Source: an optimization exercise on an open RTL-to-GDS flow (aim: small area and a short achievable clock period). Production flows keep margins and buffers that such runs may drop. The RTL was checked by simulation tests, not by an equivalence proof against the original design. Power figures rest on the tool's default switching activity, not on a simulated workload.

Setup of cedar:
Design arm_exe, start of the top module:
module arm_exe (
    input             clk,
    input             rst,
    input      [31:0] PC,
    input             MEM_R_EN,
    input             MEM_W_EN,
    input      [3:0]  EXE_CMD,
    input             I,
    input      [31:0] Val_RN,
    input      [31:0] Val_RM,
    input      [11:0] imm,
    input      [11:0] shift_operand,
    input      [23:0] signed_immed_24,
    input      [3:0]  status,
    output reg [31:0] BranchAddr,
    output reg [3:0]  status_out,
    output reg [31:0] ALU_out
);
wire [31:0] branch_w, alu_w;
wire [3:0]  status_w;
EXE_stage exe (
    .PC(PC), .MEM_R_EN(MEM_R_EN), .MEM_W_EN(MEM_W_EN), .EXE_CMD(EXE_CMD),
    .S(1'b0), .I(I), .Val_RN(Val_RN), .Val_RM(Val_RM), .imm(imm),
    .shift_operand(shift_operand), .signed_immed_24(signed_immed_24),
    .status(status), .BranchAddr(branch_w), .status_out(status_w),
    .ALU_out(alu_w)
);
always @(posedge clk or posedge rst) begin
    if (rst) begin
        BranchAddr <= 32'b0;
        status_out <= 4'b0;
        ALU_out    <= 32'b0;
    end else begin
        BranchAddr <= branch_w;
        status_out <= status_w;
        ALU_out    <= alu_w;
    end
end
endmodule
Size: about 1400 cells after synthesis, about 67 flip-flops, ~0.0089 sq mm of cells after synthesis.
clock: 10.0 ns
lec_check: 0
abc_area: 1
cap_margin: 20
core_margin: 2
core_utilization: 50
place_density: 0.7
setup_slack_margin: 3.8
slew_margin: 20
standard.sh (not shown) runs the stock make flow with config.mk's settings and CLKGATE_MAP_FILE= SYNTH_SCRIPT=/design/flow/synth_recipe.tcl, a recipe that flattens the netlist after the stock synthesis.
==> flow/flow/run.sh <==
#!/bin/bash
# Own layout flow: the standard ORFS flow (standard.sh) with these changes:
#  - synthesis maps with the ABC script in flow/abc.script (map with a
#    3.5 ns delay target and area recovery, in place of ORFS's own scripts),
#  - the port buffers that global placement inserts are buf_1 cells,
#  - clock tree synthesis uses small buffers and no dummy loads.
# Everything else (synthesis script, floorplan, power grid, tap cells,
# placement, CTS, routing) is the standard flow. Each tool's output goes
# to the ORFS logs under orfs/logs; make's own output to flow_make.log.
set -euo pipefail
W=$(pwd)
rm -rf "$W/own_scripts"
cp -r "$FLOW_HOME/scripts" "$W/own_scripts"
cp "$W/flow/abc.script" "$W/own_scripts/abc_area.script"
export SCRIPTS_DIR="$W/own_scripts"
export BUFFER_PORTS_ARGS="-buffer_cell sky130_fd_sc_hd__buf_1"
# clock tree of clkbuf_4 and clkbuf_8 cells, and
# no dummy loads
export CTS_ARGS="-sink_clustering_enable -repair_clock_nets -buf_list \"sky130_fd_sc_hd__clkbuf_4 sky130_fd_sc_hd__clkbuf_8\" -dont_use_dummy_load"
bash "$W/standard.sh" > "$W/flow_make.log" 2>&1
==> flow/flow/abc.script <==
strash
dch
map -D 3500
buffer -c
upsize -c
dnsize -c
Here is what was changed in the inputs of garnet compared with cedar.
- changing SETUP_SLACK_MARGIN from 3.8 to 3.6
- changing PLACE_DENSITY from 0.7 to 0.6
- changing CORE_UTILIZATION from 50 to 40
==> flow/flow/abc.script <==
strash
dch
map -D 3000
buffer -c
upsize -c
dnsize -c
Notes after the runs:
The higher met1 usage of cedar and garnet is in cedar. Relative to cedar, the combinational share of power of garnet is higher by 0.2 points. Total length of routed wires (cedar / garnet): 0.939.
For violet, these inputs were changed with respect to garnet:
- SETUP_SLACK_MARGIN changed from 3.6 to 3.8
- PLACE_DENSITY changed from 0.6 to 0.7
- CORE_UTILIZATION changed from 40 to 50
==> flow/flow/abc.script <==
strash
dch
map -D 3750
buffer -c
upsize -c
dnsize -c
Results
Worst setup slack (violet over garnet): increase, 110 ps. violet vs. garnet: number of distinct standard cells referenced by the synthesized netlist now smaller; total wirelength of the detailed-routed design went down by about 6%; summed area of non-filler cells in the final layout decreased by about 0.4% relative to the old numbers; final worst-path cycle share lower; total clock network power held steady.
#### Input delta (maple over violet)
- SETUP_SLACK_MARGIN: 3.8 -> 3.6
- CORE_UTILIZATION: 50 -> 40
- PLACE_DENSITY: 0.7 -> 0.6
- CTS_BUF_LIST: unset -> sky130_fd_sc_hd__clkbuf_4 sky130_fd_sc_hd__clkbuf_8
==> flow/flow/run.sh <==
#!/bin/bash
# Own layout flow: the standard ORFS flow (standard.sh) with two changes:
#  - synthesis maps with the ABC script in flow/abc.script (an area-oriented
#    mapping; OpenROAD's repair steps buffer and size the netlist later),
#  - the port buffers that global placement inserts are buf_1 cells.
# Everything else (synthesis script, floorplan, power grid, tap cells,
# placement, CTS, routing) is the standard flow. Each tool's output goes
# to the ORFS logs under orfs/logs; make's own output to flow_make.log.
set -euo pipefail
W=$(pwd)
rm -rf "$W/own_scripts"
cp -r "$FLOW_HOME/scripts" "$W/own_scripts"
cp "$W/flow/abc.script" "$W/own_scripts/abc_area.script"
export SCRIPTS_DIR="$W/own_scripts"
export BUFFER_PORTS_ARGS="-buffer_cell sky130_fd_sc_hd__buf_1"
bash "$W/standard.sh" > "$W/flow_make.log" 2>&1
==> flow/flow/abc.script <==
strash
dch
map -D 4000
[summary]
- Compared to violet, maple has wire length 3.0% higher.
- Summary — buffering overhead, maple relative to violet: higher, by 0.31 points.
- Summary: with violet as the reference, synthesized cell count in maple moved down by a few percent.
- Against violet, maple reports a first-iteration DRC count that is lower.
- Power: maple draws more than violet

Starting RTL as in the previous note.
export LEC_CHECK = 0
export ABC_AREA = 1
export CAP_MARGIN = 20
export CORE_MARGIN = 2
export CORE_UTILIZATION = 60
export CTS_BUF_LIST = sky130_fd_sc_hd__clkbuf_4 sky130_fd_sc_hd__clkbuf_8
export PLACE_DENSITY = 0.8
export SETUP_SLACK_MARGIN = 3.6
export SLEW_MARGIN = 20
create_clock -name core_clock -period 10.0 [get_ports {clk}]
==> flow/flow/run.sh <==
#!/bin/bash
# Own layout flow: the standard ORFS flow (standard.sh) with two changes:
#  - synthesis maps with the ABC script in flow/abc.script (an area-oriented
#    mapping; OpenROAD's repair steps buffer and size the netlist later),
#  - the port buffers that global placement inserts are buf_1 cells.
# Everything else (synthesis script, floorplan, power grid, tap cells,
# placement, CTS, routing) is the standard flow. Each tool's output goes
# to the ORFS logs under orfs/logs; make's own output to flow_make.log.
set -euo pipefail
W=$(pwd)
rm -rf "$W/own_scripts"
cp -r "$FLOW_HOME/scripts" "$W/own_scripts"
cp "$W/flow/abc.script" "$W/own_scripts/abc_area.script"
export SCRIPTS_DIR="$W/own_scripts"
export BUFFER_PORTS_ARGS="-buffer_cell sky130_fd_sc_hd__buf_1"
bash "$W/standard.sh" > "$W/flow_make.log" 2>&1
==> flow/flow/abc.script <==
strash
dch
map -D 4000
buffer -c
upsize -c
dnsize -c
The baseline ran to the end with no violations.
Then changed:
==> flow/flow/run.sh (replaced) <==
#!/bin/bash
# Own layout flow: the standard ORFS flow (standard.sh) with these changes:
#  - synthesis maps with the ABC script in flow/abc.script (map with a
#    3.5 ns delay target and area recovery, in place of ORFS's own scripts),
#  - the port buffers that global placement inserts are buf_1 cells,
#  - clock tree synthesis uses small buffers and no dummy loads.
# Everything else (synthesis script, floorplan, power grid, tap cells,
# placement, CTS, routing) is the standard flow. Each tool's output goes
# to the ORFS logs under orfs/logs; make's own output to flow_make.log.
set -euo pipefail
W=$(pwd)
rm -rf "$W/own_scripts"
cp -r "$FLOW_HOME/scripts" "$W/own_scripts"
cp "$W/flow/abc.script" "$W/own_scripts/abc_area.script"
export SCRIPTS_DIR="$W/own_scripts"
export BUFFER_PORTS_ARGS="-buffer_cell sky130_fd_sc_hd__buf_1"
# clock tree of clkbuf_4 and clkbuf_8 cells, and
# no dummy loads
export CTS_ARGS="-sink_clustering_enable -repair_clock_nets -buf_list \"sky130_fd_sc_hd__clkbuf_4 sky130_fd_sc_hd__clkbuf_8\" -dont_use_dummy_load"
bash "$W/standard.sh" > "$W/flow_make.log" 2>&1
==> flow/flow/abc.script (replaced) <==
strash
dch
map -D 3500
buffer -c
upsize -c
dnsize -c
- CORE_UTILIZATION: 60 -> 50
- CTS_BUF_LIST: sky130_fd_sc_hd__clkbuf_4 sky130_fd_sc_hd__clkbuf_8 -> not set
- PLACE_DENSITY: 0.8 -> 0.7
- SETUP_SLACK_MARGIN: 3.6 -> 3.8
- TNS_END_PERCENT: not set -> 10
Effect:
- wire length rises by a few percent
- non-clock buffer count falls by 4
- worst setup slack improved by 240 ps
- worst hold slack stays flat
- count of clock-buffer cells in the layout is unchanged
- synthesized area is about the same

Starting RTL as in the previous note.
==> flow/config.mk <==
export PLATFORM = sky130hd
export DESIGN_NAME = arm_exe
export DESIGN_NICKNAME = arm_exe
export VERILOG_FILES = /design/flow/design.v
export SDC_FILE = /design/flow/constraint.sdc
export NUM_CORES = 4
export LEC_CHECK = 0
export ABC_AREA = 1
export CAP_MARGIN = 20
export CORE_MARGIN = 2
export CORE_UTILIZATION = 40
export PLACE_DENSITY = 0.6
export SETUP_SLACK_MARGIN = 3.6
export SLEW_MARGIN = 20
==> flow/constraint.sdc <==
create_clock -name core_clock -period 10.0 [get_ports {clk}]
set_input_delay 2.0000 -clock core_clock [delete_from_list [all_inputs] [get_ports {clk}]]
set_output_delay 2.0000 -clock core_clock [all_outputs]
set_load 0.01 [all_outputs]
==> flow/flow/run.sh <==
#!/bin/bash
# Own layout flow: the standard ORFS flow (standard.sh) with these changes:
#  - synthesis maps with the ABC script in flow/abc.script (an area-oriented
#    mapping; OpenROAD's repair steps buffer and size the netlist later),
#  - the port buffers that global placement inserts are buf_1 cells,
#  - clock tree synthesis uses small buffers and no dummy loads.
# Everything else (synthesis script, floorplan, power grid, tap cells,
# placement, CTS, routing) is the standard flow. Each tool's output goes
# to the ORFS logs under orfs/logs; make's own output to flow_make.log.
set -euo pipefail
W=$(pwd)
rm -rf "$W/own_scripts"
cp -r "$FLOW_HOME/scripts" "$W/own_scripts"
cp "$W/flow/abc.script" "$W/own_scripts/abc_area.script"
export SCRIPTS_DIR="$W/own_scripts"
export BUFFER_PORTS_ARGS="-buffer_cell sky130_fd_sc_hd__buf_1"
# clock tree of clkbuf_4 and clkbuf_8 cells, and
# no dummy loads
export CTS_ARGS="-sink_clustering_enable -repair_clock_nets -buf_list \"sky130_fd_sc_hd__clkbuf_4 sky130_fd_sc_hd__clkbuf_8\" -dont_use_dummy_load"
bash "$W/standard.sh" > "$W/flow_make.log" 2>&1
==> flow/flow/abc.script <==
strash
dch
map -D 4000
buffer -c
upsize -c
dnsize -c
Next try:
--- a/flow/flow/run.sh
+++ b/flow/flow/run.sh
@@ -1,6 +1,6 @@
 #!/bin/bash
 # Own layout flow: the standard ORFS flow (standard.sh) with these changes:
-#  - synthesis maps with the ABC script in flow/abc.script (an area-oriented
-#    mapping; OpenROAD's repair steps buffer and size the netlist later),
+#  - synthesis maps with the ABC script in flow/abc.script (map with a
+#    3.5 ns delay target and area recovery, in place of ORFS's own scripts),
 #  - the port buffers that global placement inserts are buf_1 cells,
 #  - clock tree synthesis uses small buffers and no dummy loads.
==> flow/flow/abc.script (replaced) <==
strash
dch
map -D 3500
buffer -c
upsize -c
dnsize -c
--- a/flow/config.mk
+++ b/flow/config.mk
@@ -9,6 +9,6 @@
 export CAP_MARGIN = 20
 export CORE_MARGIN = 2
-export CORE_UTILIZATION = 40
-export PLACE_DENSITY = 0.6
+export CORE_UTILIZATION = 50
+export PLACE_DENSITY = 0.7
 export SETUP_SLACK_MARGIN = 3.6
 export SLEW_MARGIN = 20
After rerunning: Setup slack is better by 130 ps; power decreases by 0.38%; global-route usage increases by 5.6 points; non-clock buffer count increases by 5; fmax increases by 2.1%; critical path depth decreases by 2; clock-buffer cell count stays the same; design area decreases by 1.6%.
Next try:
==> flow/flow/run.sh (replaced) <==
#!/bin/bash
# Own layout flow: the standard ORFS flow (standard.sh) with two changes:
#  - synthesis maps with the ABC script in flow/abc.script (an area-oriented
#    mapping; OpenROAD's repair steps buffer and size the netlist later),
#  - the port buffers that global placement inserts are buf_1 cells.
# Everything else (synthesis script, floorplan, power grid, tap cells,
# placement, CTS, routing) is the standard flow. Each tool's output goes
# to the ORFS logs under orfs/logs; make's own output to flow_make.log.
set -euo pipefail
W=$(pwd)
rm -rf "$W/own_scripts"
cp -r "$FLOW_HOME/scripts" "$W/own_scripts"
cp "$W/flow/abc.script" "$W/own_scripts/abc_area.script"
export SCRIPTS_DIR="$W/own_scripts"
export BUFFER_PORTS_ARGS="-buffer_cell sky130_fd_sc_hd__buf_1"
bash "$W/standard.sh" > "$W/flow_make.log" 2>&1
==> flow/flow/abc.script (replaced) <==
strash
dch
map -D 4000
buffer -c
upsize -c
dnsize -c
--- a/flow/config.mk
+++ b/flow/config.mk
@@ -9,6 +9,7 @@
 export CAP_MARGIN = 20
 export CORE_MARGIN = 2
-export CORE_UTILIZATION = 50
-export PLACE_DENSITY = 0.7
+export CORE_UTILIZATION = 40
+export CTS_BUF_LIST = sky130_fd_sc_hd__clkbuf_4 sky130_fd_sc_hd__clkbuf_8
+export PLACE_DENSITY = 0.6
 export SETUP_SLACK_MARGIN = 3.6
 export SLEW_MARGIN = 20
Power came out higher by roughly a tenth.
Sequential share of layout area came out lower by 0.43 points.
Wire length came out higher by a few percent.
Die area came out higher by a quarter to a third.
Synthesized area barely changes.
Global-route usage came out lower by 5.5 points.
Hold slack got worse by 190 ps.
Via count is about the same.
Clock-buffer cell count came out higher by 1.
Worst setup slack got worse by 110 ps.
Next try:
==> flow/flow/run.sh (replaced) <==
#!/bin/bash
# Own layout flow: the standard ORFS flow (standard.sh) with these changes:
#  - synthesis maps with the ABC script in flow/abc.script (map with a
#    3.5 ns delay target and area recovery, in place of ORFS's own scripts),
#  - the port buffers that global placement inserts are buf_1 cells,
#  - clock tree synthesis uses small buffers and no dummy loads.
# Everything else (synthesis script, floorplan, power grid, tap cells,
# placement, CTS, routing) is the standard flow. Each tool's output goes
# to the ORFS logs under orfs/logs; make's own output to flow_make.log.
set -euo pipefail
W=$(pwd)
rm -rf "$W/own_scripts"
cp -r "$FLOW_HOME/scripts" "$W/own_scripts"
cp "$W/flow/abc.script" "$W/own_scripts/abc_area.script"
export SCRIPTS_DIR="$W/own_scripts"
export BUFFER_PORTS_ARGS="-buffer_cell sky130_fd_sc_hd__buf_1"
# clock tree of clkbuf_4 and clkbuf_8 cells, and
# no dummy loads
export CTS_ARGS="-sink_clustering_enable -repair_clock_nets -buf_list \"sky130_fd_sc_hd__clkbuf_4 sky130_fd_sc_hd__clkbuf_8\" -dont_use_dummy_load"
bash "$W/standard.sh" > "$W/flow_make.log" 2>&1
==> flow/flow/abc.script (replaced) <==
strash
dch -f
map -D 3500
buffer -c
upsize -c
dnsize -c
--- a/flow/config.mk
+++ b/flow/config.mk
@@ -9,7 +9,6 @@
 export CAP_MARGIN = 20
 export CORE_MARGIN = 2
-export CORE_UTILIZATION = 40
-export CTS_BUF_LIST = sky130_fd_sc_hd__clkbuf_4 sky130_fd_sc_hd__clkbuf_8
-export PLACE_DENSITY = 0.6
-export SETUP_SLACK_MARGIN = 3.6
+export CORE_UTILIZATION = 50
+export PLACE_DENSITY = 0.7
+export SETUP_SLACK_MARGIN = 3.8
 export SLEW_MARGIN = 20
Outcome:
- The new run finished clean
- final cell count goes down by 1.3%
- power goes down by 8.2%
- cell area goes up by 1.4%
- hold slack gains 170 ps
- first-iteration DRC count goes down by 12%

## afterwards: timing with drivers on the ports
The results above use ideal ports. As a check the final layouts listed here were re-extracted and re-timed, cells and wires unchanged.
Step 1 (the two cells are an assumption about what drives the block):
set clk [get_ports {clk}]
set_driving_cell -lib_cell sky130_fd_sc_hd__clkbuf_16 $clk
set_driving_cell -lib_cell sky130_fd_sc_hd__buf_2 [delete_from_list [all_inputs] $clk]
Step 2, shift: input delay + t, output delay - t, t = (earliest + latest rising clock arrival at the registers) / 2. This alone moves slack from input paths to output paths.
a / b / c = no drivers / after step 1 / after step 2; a / b = the first two.
run	shift t [ns]	slack for setup (ns)	hold slack, ns	latest minus earliest clock arrival (ns)	worst slew at a driven data input, ns
cedar	0.404	4.092 / 4.104 / 3.700	1.733 / 1.714 / 2.118	0.038 / 0.037	0.07
garnet	0.391	3.926 / 3.944 / 3.553	1.760 / 1.743 / 2.134	0.036 / 0.036	0.08
violet	0.385	4.040 / 4.051 / 3.667	1.752 / 1.741 / 2.126	0.017 / 0.017	0.07
maple	0.399	3.899 / 3.918 / 3.519	1.732 / 1.722 / 2.121	0.025 / 0.025	0.08
the first run of note 2	0.406	3.850 / 3.871 / 3.464	1.735 / 1.734 / 2.140	0.013 / 0.013	0.08
the second run of note 2	0.404	4.092 / 4.104 / 3.700	1.733 / 1.714 / 2.118	0.038 / 0.037	0.07
the first run of note 3	0.394	3.821 / 3.838 / 3.444	1.554 / 1.533 / 1.927	0.018 / 0.018	0.07
the second run of note 3	0.403	3.949 / 3.962 / 3.559	1.735 / 1.716 / 2.119	0.038 / 0.038	0.07
the third run of note 3	0.399	3.837 / 3.856 / 3.457	1.548 / 1.528 / 1.927	0.010 / 0.010	0.07
the fourth run of note 3	0.401	4.084 / 4.102 / 3.701	1.714 / 1.700 / 2.101	0.028 / 0.029	0.05
After both steps setup and hold are still met in every run listed.
